From an optimization exercise on the open Yosys and OpenROAD flow, aimed at small area, a short achievable clock period and few clock cycles per item; shortcuts taken in it are not production practice. The RTL was checked by simulation tests, not by an equivalence proof against the original design.

==> inputs of run Y <==
## EC_TOP
module EC_TOP(
    clk, rst_n, in_valid,
    in_Px, in_Py, in_Qx, in_Qy, in_prime, in_a,
    out_valid, out_Rx, out_Ry
);
input clk, rst_n, in_valid;
input [5:0] in_Px, in_Py, in_Qx, in_Qy, in_prime, in_a;
output reg out_valid;
output [5:0] out_Rx, out_Ry;
reg v1, v2;
always @(posedge clk or negedge rst_n) begin
    if (!rst_n) begin
        v1 <= 1'b0;
        v2 <= 1'b0;
    end else begin
        v1 <= in_valid;
        v2 <= v1;
    end
end
reg [5:1] p;         
reg [5:0] Px, Py, Qx, aq;
reg       dbl;
wire      in_dbl = (in_Px == in_Qx);
wire [5:0] rx;
always @(posedge clk) begin
    if (in_valid) begin
        p   <= in_prime[5:1];
        Px  <= in_Px;
        Py  <= in_Py;
        Qx  <= in_Qx;
        dbl <= in_dbl;
    end
end
always @(posedge clk) begin
    if (in_valid)
        aq <= in_dbl ? in_a : in_Qy;
    else if (v2)
        aq <= rx;
end
reg  [5:0] sv;
reg        sflip;
wire [5:0] y;
wire       flip;
always @(posedge clk) begin
    sv    <= y;
    sflip <= flip;
end
EC_COMB u_comb (
    .pu(p), .Px(Px), .Py(Py), .Qx(Qx), .aq(aq), .sv(sv),
    .ph(v2), .sflip(sflip), .dbl(dbl), .y(y), .rx(rx), .flip(flip)
);
always @(posedge clk)
    out_valid <= v2;
assign out_Rx = out_valid ? aq : 6'd0;
assign out_Ry = out_valid ? sv : 6'd0;
endmodule
clock: 90.0 ns
lec_check: 0
cap_margin: 20
core_margin: 2
core_utilization: 40
slew_margin: 20
standard.sh (not shown) runs the stock make flow with config.mk's settings and CLKGATE_MAP_FILE= SYNTH_SCRIPT=/design/flow/synth_recipe.tcl, a recipe that flattens the netlist after the stock synthesis.
==> flow/flow/run.sh <==
#!/bin/bash
# Layout flow: the standard synthesis, then the combinational logic between the
# registers is re-mapped with a stronger ABC script (every register instance, its name
# and its cell type are kept as the standard synthesis made them), then the standard
# layout steps from floorplan to finish.
set -euo pipefail
HERE=$(pwd)
RES=$HERE/orfs/results/${FLOW_PLATFORM}/EC_TOP/base
LIB=$FLOW_HOME/platforms/${FLOW_PLATFORM}/lib/sky130_fd_sc_hd__tt_025C_1v80.lib
YOSYS=$FLOW_HOME/../tools/install/yosys/bin/yosys
[ -x "$YOSYS" ] || YOSYS=yosys

# 1. standard synthesis
bash standard.sh synth > std_synth.log 2>&1
cp $RES/1_2_yosys.v std_synth.v

# 2. re-map the combinational logic
DU=""
for c in $(cat flow/dont_use.txt); do DU="$DU -dont_use $c"; done
cat > resynth.ys <<EOT
read_liberty -ignore_miss_func $LIB
read_verilog std_synth.v
hierarchy -top $FLOW_TOP
setattr -mod -set keep_hierarchy 1 sky130_fd_sc_hd__*df* sky130_fd_sc_hd__*dl*
flatten
opt_clean -purge
tee -o resynth_before.txt stat -liberty $LIB
abc -script $HERE/flow/resynth.abc -liberty $LIB $DU
opt_clean -purge
hilomap -singleton -hicell sky130_fd_sc_hd__conb_1 HI -locell sky130_fd_sc_hd__conb_1 LO
splitnets
opt_clean -purge
select $FLOW_TOP
tee -o resynth_after.txt stat -liberty $LIB
write_verilog -noattr -nohex -nodec -selected resynth.v
EOT
$YOSYS -l resynth.log -q resynth.ys > /dev/null 2>&1
cp resynth.v $RES/1_2_yosys.v
rm -f $RES/1_synth.odb $RES/1_synth.sdc

# 3. standard layout from the new netlist
# the setup margin makes the resizer shorten every register-to-register path
# whose slack is under the margin (so paths longer than 90 - margin ns)
# ports get the smallest plain buffer rather than the resizer's pick (a delay cell)
export BUFFER_PORTS_ARGS="-buffer_cell sky130_fd_sc_hd__buf_1"
SETUP_SLACK_MARGIN=68 bash standard.sh > std_layout.log 2>&1
Other scripts of this flow, unchanged in this note and not shown: flow/flow/dont_use.txt, flow/flow/resynth.abc
==> run P (differences from run Y) <==
--- a/flow/flow/run.sh
+++ b/flow/flow/run.sh
@@ -45,2 +45,2 @@
 export BUFFER_PORTS_ARGS="-buffer_cell sky130_fd_sc_hd__buf_1"
-SETUP_SLACK_MARGIN=68 bash standard.sh > std_layout.log 2>&1
+SETUP_SLACK_MARGIN=69.5 bash standard.sh > std_layout.log 2>&1
- CTS_BUF_LIST: unset -> sky130_fd_sc_hd__clkbuf_4 sky130_fd_sc_hd__clkbuf_8
==> impl_metrics.json <==
{
  "cpMostUsedCell": "nand2_1",
  "start_util": 0.409,
  "root_buffer": "clkbuf_16",
  "worstSkewPairLatency_ps": 290,
  "outcome": "no timing/DRC/antenna violations",
  "final_cell_mix": "448 x nand2_1, 335 x nor2_1, 265 x clkinv_1, 152 x o21ai_0, 137 x a21oi_1",
  "core_area_um2": 26100
}
That was run Y.
==> impl_metrics.json <==
{
  "worstSkewPairLatency_ps": 310,
  "crit_path_start": "in_Px[3]",
  "cpMostUsedCell": "nor2_1",
  "core_area_um2": 26000,
  "root_buffer": "clkbuf_8",
  "outcome": "no timing/DRC/antenna violations"
}
That was run P.
Testbench counts of run Y, summed over its fixed seeds: cycles 9,600, items 3,200.
Testbench counts of run P, summed over its fixed seeds: cycles 9,600, items 3,200.

========
==> job 6019: inputs <==
Starting RTL as in the previous note.
==> module EC_TOP, before the edit <==
module EC_TOP(
    clk, rst_n, in_valid,
    in_Px, in_Py, in_Qx, in_Qy, in_prime, in_a,
    out_valid, out_Rx, out_Ry
);
input clk, rst_n, in_valid;
input [5:0] in_Px, in_Py, in_Qx, in_Qy, in_prime, in_a;
output reg out_valid;
output [5:0] out_Rx, out_Ry;
reg v1, v2;
always @(posedge clk or negedge rst_n) begin
    if (!rst_n) begin
        v1 <= 1'b0;
        v2 <= 1'b0;
    end else begin
        v1 <= in_valid;
        v2 <= v1;
    end
end
reg [5:1] p;         
reg [5:0] Px, Py, Qx, aq;
reg       dbl;
wire      in_dbl = (in_Px == in_Qx);
wire [5:0] rx;
always @(posedge clk) begin
    if (in_valid) begin
        p   <= in_prime[5:1];
        Px  <= in_Px;
        Py  <= in_Py;
        Qx  <= in_Qx;
        dbl <= in_dbl;
    end
end
always @(posedge clk) begin
    if (in_valid)
        aq <= in_dbl ? in_a : in_Qy;
    else if (v2)
        aq <= rx;
end
reg  [5:0] sv;
reg        sflip;
wire [5:0] y;
wire       flip;
always @(posedge clk) begin
    sv    <= y;
    sflip <= flip;
end
EC_COMB u_comb (
    .pu(p), .Px(Px), .Py(Py), .Qx(Qx), .aq(aq), .sv(sv),
    .ph(v2), .sflip(sflip), .dbl(dbl), .y(y), .rx(rx), .flip(flip)
);
always @(posedge clk)
    out_valid <= v2;
assign out_Rx = out_valid ? aq : 6'd0;
assign out_Ry = out_valid ? sv : 6'd0;
endmodule
export LEC_CHECK = 0
export CAP_MARGIN = 20
export CORE_MARGIN = 2
export CORE_UTILIZATION = 40
export CTS_BUF_LIST = sky130_fd_sc_hd__clkbuf_4 sky130_fd_sc_hd__clkbuf_8
export GPL_ROUTABILITY_DRIVEN = 0
export SLEW_MARGIN = 20
create_clock -name core_clock -period 90.0 [get_ports {clk}]
==> flow/flow/run.sh <==
#!/bin/bash
# Layout flow: the standard synthesis, then the combinational logic between the
# registers is re-mapped with a stronger ABC script (every register instance, its name
# and its cell type are kept as the standard synthesis made them), then the standard
# layout steps from floorplan to finish.
set -euo pipefail
HERE=$(pwd)
RES=$HERE/orfs/results/${FLOW_PLATFORM}/EC_TOP/base
LIB=$FLOW_HOME/platforms/${FLOW_PLATFORM}/lib/sky130_fd_sc_hd__tt_025C_1v80.lib
YOSYS=$FLOW_HOME/../tools/install/yosys/bin/yosys
[ -x "$YOSYS" ] || YOSYS=yosys

# 1. standard synthesis
bash standard.sh synth > std_synth.log 2>&1
cp $RES/1_2_yosys.v std_synth.v

# 2. re-map the combinational logic
DU=""
for c in $(cat flow/dont_use.txt); do DU="$DU -dont_use $c"; done
cat > resynth.ys <<EOT
read_liberty -ignore_miss_func $LIB
read_verilog std_synth.v
hierarchy -top $FLOW_TOP
setattr -mod -set keep_hierarchy 1 sky130_fd_sc_hd__*df* sky130_fd_sc_hd__*dl*
flatten
opt_clean -purge
tee -o resynth_before.txt stat -liberty $LIB
abc -script $HERE/flow/resynth.abc -liberty $LIB $DU
opt_clean -purge
hilomap -singleton -hicell sky130_fd_sc_hd__conb_1 HI -locell sky130_fd_sc_hd__conb_1 LO
splitnets
opt_clean -purge
select $FLOW_TOP
tee -o resynth_after.txt stat -liberty $LIB
write_verilog -noattr -nohex -nodec -selected resynth.v
EOT
$YOSYS -l resynth.log -q resynth.ys > /dev/null 2>&1
cp resynth.v $RES/1_2_yosys.v
rm -f $RES/1_synth.odb $RES/1_synth.sdc

# 3. standard layout from the new netlist
# the setup margin makes the resizer shorten every register-to-register path
# whose slack is under the margin (so paths longer than 90 - margin ns)
# ports get the smallest plain buffer rather than the resizer's pick (a delay cell)
export BUFFER_PORTS_ARGS="-buffer_cell sky130_fd_sc_hd__buf_1"
SETUP_SLACK_MARGIN=68 bash standard.sh > std_layout.log 2>&1
Other scripts of this flow, unchanged in this note and not shown: flow/flow/dont_use.txt, flow/flow/resynth.abc
==> inputs of job 587, as changes to job 6019 <==
--- a/flow/design.v
+++ b/flow/design.v
@@ -6,7 +6,7 @@
 input clk, rst_n, in_valid;
 input [5:0] in_Px, in_Py, in_Qx, in_Qy, in_prime, in_a;
 output reg out_valid;
-output [5:0] out_Rx, out_Ry;
+output reg [5:0] out_Rx, out_Ry;
 reg v1, v2;
 always @(posedge clk or negedge rst_n) begin
     if (!rst_n) begin
@@ -21,25 +21,19 @@
 reg [5:0] Px, Py, Qx, aq;
 reg       dbl;
 wire      in_dbl = (in_Px == in_Qx);
-wire [5:0] rx;
 always @(posedge clk) begin
     if (in_valid) begin
         p   <= in_prime[5:1];
         Px  <= in_Px;
         Py  <= in_Py;
         Qx  <= in_Qx;
+        aq  <= in_dbl ? in_a : in_Qy;
         dbl <= in_dbl;
     end
 end
-always @(posedge clk) begin
-    if (in_valid)
-        aq <= in_dbl ? in_a : in_Qy;
-    else if (v2)
-        aq <= rx;
-end
 reg  [5:0] sv;
 reg        sflip;
-wire [5:0] y;
+wire [5:0] y, rx;
 wire       flip;
 always @(posedge clk) begin
     sv    <= y;
@@ -49,10 +43,11 @@
     .pu(p), .Px(Px), .Py(Py), .Qx(Qx), .aq(aq), .sv(sv),
     .ph(v2), .sflip(sflip), .dbl(dbl), .y(y), .rx(rx), .flip(flip)
 );
-always @(posedge clk)
+always @(posedge clk) begin
     out_valid <= v2;
-assign out_Rx = out_valid ? aq : 6'd0;
-assign out_Ry = out_valid ? sv : 6'd0;
+    out_Rx    <= v2 ? rx : 6'd0;
+    out_Ry    <= v2 ? y  : 6'd0;
+end
 endmodule
 module EC_COMB(pu, Px, Py, Qx, aq, sv, ph, sflip, dbl, y, rx, flip);
   input [5:1] pu;
- CTS_BUF_LIST: sky130_fd_sc_hd__clkbuf_4 sky130_fd_sc_hd__clkbuf_8 -> not set
- GPL_ROUTABILITY_DRIVEN: 0 -> not set
- PLACE_DENSITY: not set -> 0.75
==> inputs of job 4853, as changes to job 6019 <==
--- a/flow/design.v
+++ b/flow/design.v
@@ -6,7 +6,7 @@
 input clk, rst_n, in_valid;
 input [5:0] in_Px, in_Py, in_Qx, in_Qy, in_prime, in_a;
 output reg out_valid;
-output [5:0] out_Rx, out_Ry;
+output reg [5:0] out_Rx, out_Ry;
 reg v1, v2;
 always @(posedge clk or negedge rst_n) begin
     if (!rst_n) begin
@@ -21,25 +21,19 @@
 reg [5:0] Px, Py, Qx, aq;
 reg       dbl;
 wire      in_dbl = (in_Px == in_Qx);
-wire [5:0] rx;
 always @(posedge clk) begin
     if (in_valid) begin
         p   <= in_prime[5:1];
         Px  <= in_Px;
         Py  <= in_Py;
         Qx  <= in_Qx;
+        aq  <= in_dbl ? in_a : in_Qy;
         dbl <= in_dbl;
     end
 end
-always @(posedge clk) begin
-    if (in_valid)
-        aq <= in_dbl ? in_a : in_Qy;
-    else if (v2)
-        aq <= rx;
-end
 reg  [5:0] sv;
 reg        sflip;
-wire [5:0] y;
+wire [5:0] y, rx;
 wire       flip;
 always @(posedge clk) begin
     sv    <= y;
@@ -49,10 +43,11 @@
     .pu(p), .Px(Px), .Py(Py), .Qx(Qx), .aq(aq), .sv(sv),
     .ph(v2), .sflip(sflip), .dbl(dbl), .y(y), .rx(rx), .flip(flip)
 );
-always @(posedge clk)
+always @(posedge clk) begin
     out_valid <= v2;
-assign out_Rx = out_valid ? aq : 6'd0;
-assign out_Ry = out_valid ? sv : 6'd0;
+    out_Rx    <= v2 ? rx : 6'd0;
+    out_Ry    <= v2 ? y  : 6'd0;
+end
 endmodule
 module EC_COMB(pu, Px, Py, Qx, aq, sv, ph, sflip, dbl, y, rx, flip);
   input [5:1] pu;
- CTS_BUF_LIST: sky130_fd_sc_hd__clkbuf_4 sky130_fd_sc_hd__clkbuf_8 -> not set
- GPL_ROUTABILITY_DRIVEN: 0 -> not set
==> comparison <==
Job 587 produced a clean layout. Job 6019 passed the timing, DRC and antenna checks. Job 4853 passed the timing, DRC and antenna checks.
Between job 587 and job 6019, the lower synthesized cell count is in job 587 (gap about 3.6%, measured against job 6019).
Non-clock buffer count: job 587 > job 4853 > job 6019.
Against job 6019, the sequential cell count of job 4853 is higher by 12.
Routed wire length: job 587 is smaller than job 4853 (about 0.8%).
Global-route usage: job 6019 is lower than job 4853 (3.2 points).
Between job 6019 and job 587, the lower first-iteration DRC count is in job 587 (gap 18%, measured against job 587).
==> figures <==
item                                                                                   job 587                    job 4853                   job 6019
DRC marker count from the first detailed-route iteration                                  1716                        1656                       2030
Number of fill cells in the layout                                                        2782                        2868                       2865
Number of optimization iterations in the first detailed-route pass                           9                           6                         16
Clk tree area frac                                                                       1.18%                       1.17%                     0.783%
Vertical die dimension                                                                  168 um                      168 um                     167 um
Final critical delay including setup and external delays                              20470 ps                    20590 ps                   19780 ps
Buffer type at the clock tree root                                  sky130_fd_sc_hd__clkbuf_16  sky130_fd_sc_hd__clkbuf_16  sky130_fd_sc_hd__clkbuf_8
Status                                                        no timing/DRC/antenna violations  no timing/DRC/antenna violations  no timing/DRC/antenna violations
Fin Hold WS                                                                             361 ps                      354 ps                     361 ps
Multi-input gate area                                                                 8920 um2                    9020 um2                   8680 um2
Number of standard cells in the final layout excluding fillers                            2382                        2377                       2423
Crit path to                                                                             sv[3]                   out_Ry[2]                      aq[4]
Clock Latency Late Sink                                                                 310 ps                      310 ps                     320 ps
Fmax                                                                                0.0488 GHz                  0.0486 GHz                 0.0506 GHz
Final WL                                                                              49000 um                    49400 um                   43500 um
Multi-input gate count                                                                    1640                        1640                       1681
Testbench counts of job 6019, summed over its fixed seeds: cycles 9,600, items 3,200.
Testbench counts of job 587, summed over its fixed seeds: cycles 9,600, items 3,200.
Testbench counts of job 4853, summed over its fixed seeds: cycles 9,600, items 3,200.

[separate check: timing with driven ports]
Ports are ideal in the flow. The routed layouts listed here were re-timed in OpenROAD. Step 1 sets driving cells, clkbuf_16 on the clock port and buf_2 on the other inputs (assumed; they add their load-dependent delay and slew). Step 2 adds t to the input delays and takes it off the output delays; t is the mean of the earliest and latest rising clock arrival at the registers after step 1. Input paths then give back, and output paths get back, about the clock's delay inside the block. Slacks: ideal / step 1 / step 2; pairs: ideal / step 1.
run	t, ns	slack for setup (ns)	latest minus earliest clock arrival (ns)
run Y	0.331	70.243 / 70.265 / 69.934	0.008 / 0.008
run P	0.341	70.353 / 70.365 / 70.024	0.009 / 0.008
job 6019	0.349	70.219 / 70.237 / 69.888	0.014 / 0.014
job 587	0.345	69.529 / 69.529 / 69.529	0.003 / 0.003
job 4853	0.343	69.406 / 69.406 / 69.406	0.012 / 0.012
After both steps setup and hold are still met in every run listed. The setup slack of job 6019, which loses most, moves by +0.018 ns with the drivers and by -0.331 ns with both steps.
